What follows belongs to an exercise in optimizing a design on an open flow for small area, a short achievable clock period and few clock cycles per item; a production flow would make more cautious choices. RTL that was checked went through simulation tests only; none was proved equivalent to the original. No activity file was given, so power comes from the tool's default toggle rates.

Design divider, start of the top module:
module divider #
(
    parameter N = 32
)
(
    input wire [N-1:0] dividend,
    input wire [N-1:0] divisor,
    input wire start,
    input wire rst,
    input wire clk,
    output wire [N-1:0] quotient,
    output wire [N-1:0] remainder,
    output wire done
);
    wire [N-1:0] xq0 = dividend;
    wire [N-1:0] d0 = divisor;
    wire v0 = start;
    wire [0:0] c0 = xq0[N-1];
    wire [1:0] s0 = {1'b0, c0} - {1'b0, d0[0:0]};
    wire ge0 = ~s0[1] & ~|d0[N-1:1];
    wire [0:0] r1 = ge0 ? s0[0:0] : c0;
    wire [N-1:0] xq1 = {xq0[N-2:0], ge0};
    wire [N-1:0] d1 = d0;
    wire v1 = v0;
    reg [0:0] r1_q;
    reg [N-1:0] xq1_q;
    reg [N-1:0] d1_q;
    reg v1_q;
    always @(posedge clk) begin
        r1_q <= r1;
        xq1_q <= xq1;
        d1_q <= d1;
    end
    always @(posedge clk, posedge rst) begin
        if (rst) v1_q <= 1'b0;
        else v1_q <= v1;
    end
    wire [1:0] c1 = {r1_q, xq1_q[N-1]};
    wire [2:0] s1 = {1'b0, c1} - {1'b0, d1_q[1:0]};
    wire ge1 = ~s1[2] & ~|d1_q[N-1:2];
    wire [1:0] r2 = ge1 ? s1[1:0] : c1;
    wire [N-1:0] xq2 = {xq1_q[N-2:0], ge1};
    wire [N-1:0] d2 = d1_q;
    wire v2 = v1_q;
    reg [1:0] r2_q;
    reg [N-1:0] xq2_q;
    reg [N-1:0] d2_q;
    reg v2_q;
    always @(posedge clk) begin
        r2_q <= r2;
        xq2_q <= xq2;
        d2_q <= d2;
    end
    always @(posedge clk, posedge rst) begin
        if (rst) v2_q <= 1'b0;
        else v2_q <= v2;
    end
    wire [2:0] c2 = {r2_q, xq2_q[N-1]};
    wire [3:0] s2 = {1'b0, c2} - {1'b0, d2_q[2:0]};
    wire ge2 = ~s2[3] & ~|d2_q[N-1:3];
    wire [2:0] r3 = ge2 ? s2[2:0] : c2;
    wire [N-1:0] xq3 = {xq2_q[N-2:0], ge2};
    wire [N-1:0] d3 = d2_q;
    wire v3 = v2_q;
    reg [2:0] r3_q;
    reg [N-1:0] xq3_q;
    reg [N-1:0] d3_q;
    reg v3_q;
    always @(posedge clk) begin
        r3_q <= r3;
        xq3_q <= xq3;
        d3_q <= d3;
    end
    always @(posedge clk, posedge rst) begin
        if (rst) v3_q <= 1'b0;
        else v3_q <= v3;
    end
    wire [3:0] c3 = {r3_q, xq3_q[N-1]};
    wire [4:0] s3 = {1'b0, c3} - {1'b0, d3_q[3:0]};
    wire ge3 = ~s3[4] & ~|d3_q[N-1:4];
    wire [3:0] r4 = ge3 ? s3[3:0] : c3;
    wire [N-1:0] xq4 = {xq3_q[N-2:0], ge3};
    wire [N-1:0] d4 = d3_q;
    wire v4 = v3_q;
    reg [3:0] r4_q;
    reg [N-1:0] xq4_q;
    reg [N-1:0] d4_q;
  ...
clock: 4.5 ns
lec_check: 0
cap_margin: 20
core_margin: 2
core_utilization: 40
slew_margin: 20
run.sh (not shown) runs the stock make flow with config.mk's settings and CLKGATE_MAP_FILE= SYNTH_SCRIPT=/design/flow/synth_recipe.tcl, a recipe that flattens the netlist after the stock synthesis.
Testbench counts at the start, summed over its fixed seeds: cycles 2,296, items 2,048.
==> next run, changes <==
Settings changed: ABC_AREA set to 1, SETUP_SLACK_MARGIN set to 2.0.
The changed run finished clean.
Count of clock-buffer cells in the layout went down by 14.
Clock skew went up by 29 ps.
Combinational power went up by 31%.
Non-clock buffer count went up by 48.
Via count went up by 37%.
Maximum frequency went up by 76%.
Critical path depth went up by 1.
Die area went up by 10%.
==> next run, changes <==
Settings changed: CORE_UTILIZATION 40 to 60, CTS_CLUSTER_SIZE set to 30.
Outcome: Final area fell by 2.9%; sequential share of layout area rises by 1.4 points; worst setup slack got worse by 19 ps; clock power fell by about 10%; final cell count shrinks by 7.4%.

Setup of red:
divider, a different RTL version from the one above (not shown whole).
Size: about 2600 flip-flops, roughly 130 I/O pins, roughly 93000 um2 of cells after synthesis.
export LEC_CHECK = 0
export ABC_AREA = 1
export CAP_MARGIN = 20
export CORE_MARGIN = 2
export CORE_UTILIZATION = 60
export CTS_CLUSTER_DIAMETER = 120
export CTS_CLUSTER_SIZE = 30
export SETUP_SLACK_MARGIN = 2.4
export SLEW_MARGIN = 20
create_clock -name core_clock -period 4.5 [get_ports {clk}]
red finished all stages; the layout is clean.
The following lists how blue was set up differently from red:
# red
export LEC_CHECK = 0
export ABC_AREA = 1
export CAP_MARGIN = 20
export CORE_MARGIN = 2
export CORE_UTILIZATION = 60
export CTS_CLUSTER_DIAMETER = 120
export CTS_CLUSTER_SIZE = 30
export SETUP_SLACK_MARGIN = 2.4
export SLEW_MARGIN = 20
create_clock -name core_clock -period 4.5 [get_ports {clk}]
# blue
export LEC_CHECK = 0
export ABC_AREA = 1
export CAP_MARGIN = 20
export CORE_MARGIN = 2
export CORE_UTILIZATION = 60
export CTS_CLUSTER_DIAMETER = 100
export CTS_CLUSTER_SIZE = 25
export SETUP_SLACK_MARGIN = 2.6
export SLEW_MARGIN = 20
create_clock -name core_clock -period 4.5 [get_ports {clk}]
- blue: flow completed, timing, DRC and antenna clean
- Across both runs, area of combinational cells with multiple inputs was higher for blue than for red.
- Maximum clock frequency in blue vs red: down 0.011 GHz
- blue -> red: area of the die delta 0, exact match
- Looking at detailed-routing iteration count for the pre-antenna-repair pass across blue and red, the one that comes out lower is red.
- blue does worse than red on total wirelength of the detailed-routed design.
- Changes observed in blue relative to red: transition at the pin with the smallest max-transition slack went up by 0.15 ns; power consumption +about 6.4%; routability-driven placement congestion ratio decreased 2.2%; wire length of the first global-routing pass increased 7.4%.
[inputs] green vs blue
# blue
export LEC_CHECK = 0
export ABC_AREA = 1
export CAP_MARGIN = 20
export CORE_MARGIN = 2
export CORE_UTILIZATION = 60
export CTS_CLUSTER_DIAMETER = 100
export CTS_CLUSTER_SIZE = 25
export SETUP_SLACK_MARGIN = 2.6
export SLEW_MARGIN = 20
create_clock -name core_clock -period 4.5 [get_ports {clk}]
# green
export LEC_CHECK = 0
export ABC_AREA = 1
export CAP_MARGIN = 20
export CORE_MARGIN = 2
export CORE_UTILIZATION = 60
export CTS_CLUSTER_DIAMETER = 100
export CTS_CLUSTER_SIZE = 25
export SETUP_SLACK_MARGIN = 2.4
export SLEW_MARGIN = 20
create_clock -name core_clock -period 4.5 [get_ports {clk}]
## What came out
Against blue as the reference, green delivers a lower non-clock buffer share of cell area.
Changes observed in green relative to blue: first-pass GRT wire length shows a reduction of about 6.6%; post-layout total power shows a reduction of 3.9%; non-clock buffer count lost 377; clock slew seen by the registers of the worst setup and hold paths flat.
In the metrics for green and blue, the one carrying the higher total wirelength of the detailed-routed design is blue.
green — maximum achievable frequency 1.2% higher, blue as reference
green has time the worst path needs with I/O delays and setup below what blue had.
Function was not checked in any run of this note: the RTL went through the layout flow alone.

## separate check: timing with driven ports
How much do the figures lean on ideal ports? The routed layouts below were timed once more, with nothing changed but the port constraints. Step 1, drivers: a clkbuf_16 drives clk and a buf_2 each remaining input, both assumed. Step 2 adds t to the input delays and takes it off the output delays; t is the mean of the earliest and latest rising clock arrival at the registers after step 1. Input paths then give back, and output paths get back, about the clock's delay inside the block. Three values: no drivers, after step 1, after step 2; two values: the first two.
| run | t (ns) | setup WS [ns] | hold slack, ns | worst setup path at the end | slew at the worst register clock pin (ns) |
|---|---|---|---|---|---|
| the first run of note 1 | 0.950 | 0.244 / 0.244 / 0.244 | 0.282 / 0.282 / 0.282 | register to register | 0.07 / 0.07 |
| the second run of note 1 | 0.987 | 2.077 / 1.997 / 1.946 | 0.286 / 0.286 / 0.286 | input to register | 0.07 / 0.07 |
| the third run of note 1 | 0.926 | 2.059 / 2.022 / 1.987 | 0.293 / 0.293 / 0.293 | input to register | 0.08 / 0.08 |
| red | 0.848 | 2.311 / 2.230 / 2.066 | 0.307 / 0.307 / 0.307 | input to register | 0.12 / 0.12 |
| blue | 0.861 | 2.259 / 2.176 / 2.017 | 0.314 / 0.314 / 0.314 | input to register | 0.12 / 0.12 |
| green | 0.841 | 2.285 / 2.210 / 2.068 | 0.308 / 0.308 / 0.308 | input to register | 0.11 / 0.11 |
After both steps setup and hold are still met in every run listed. For red, which loses most, drivers alone change the setup slack by -0.081 ns; drivers and shift together by -0.245 ns.
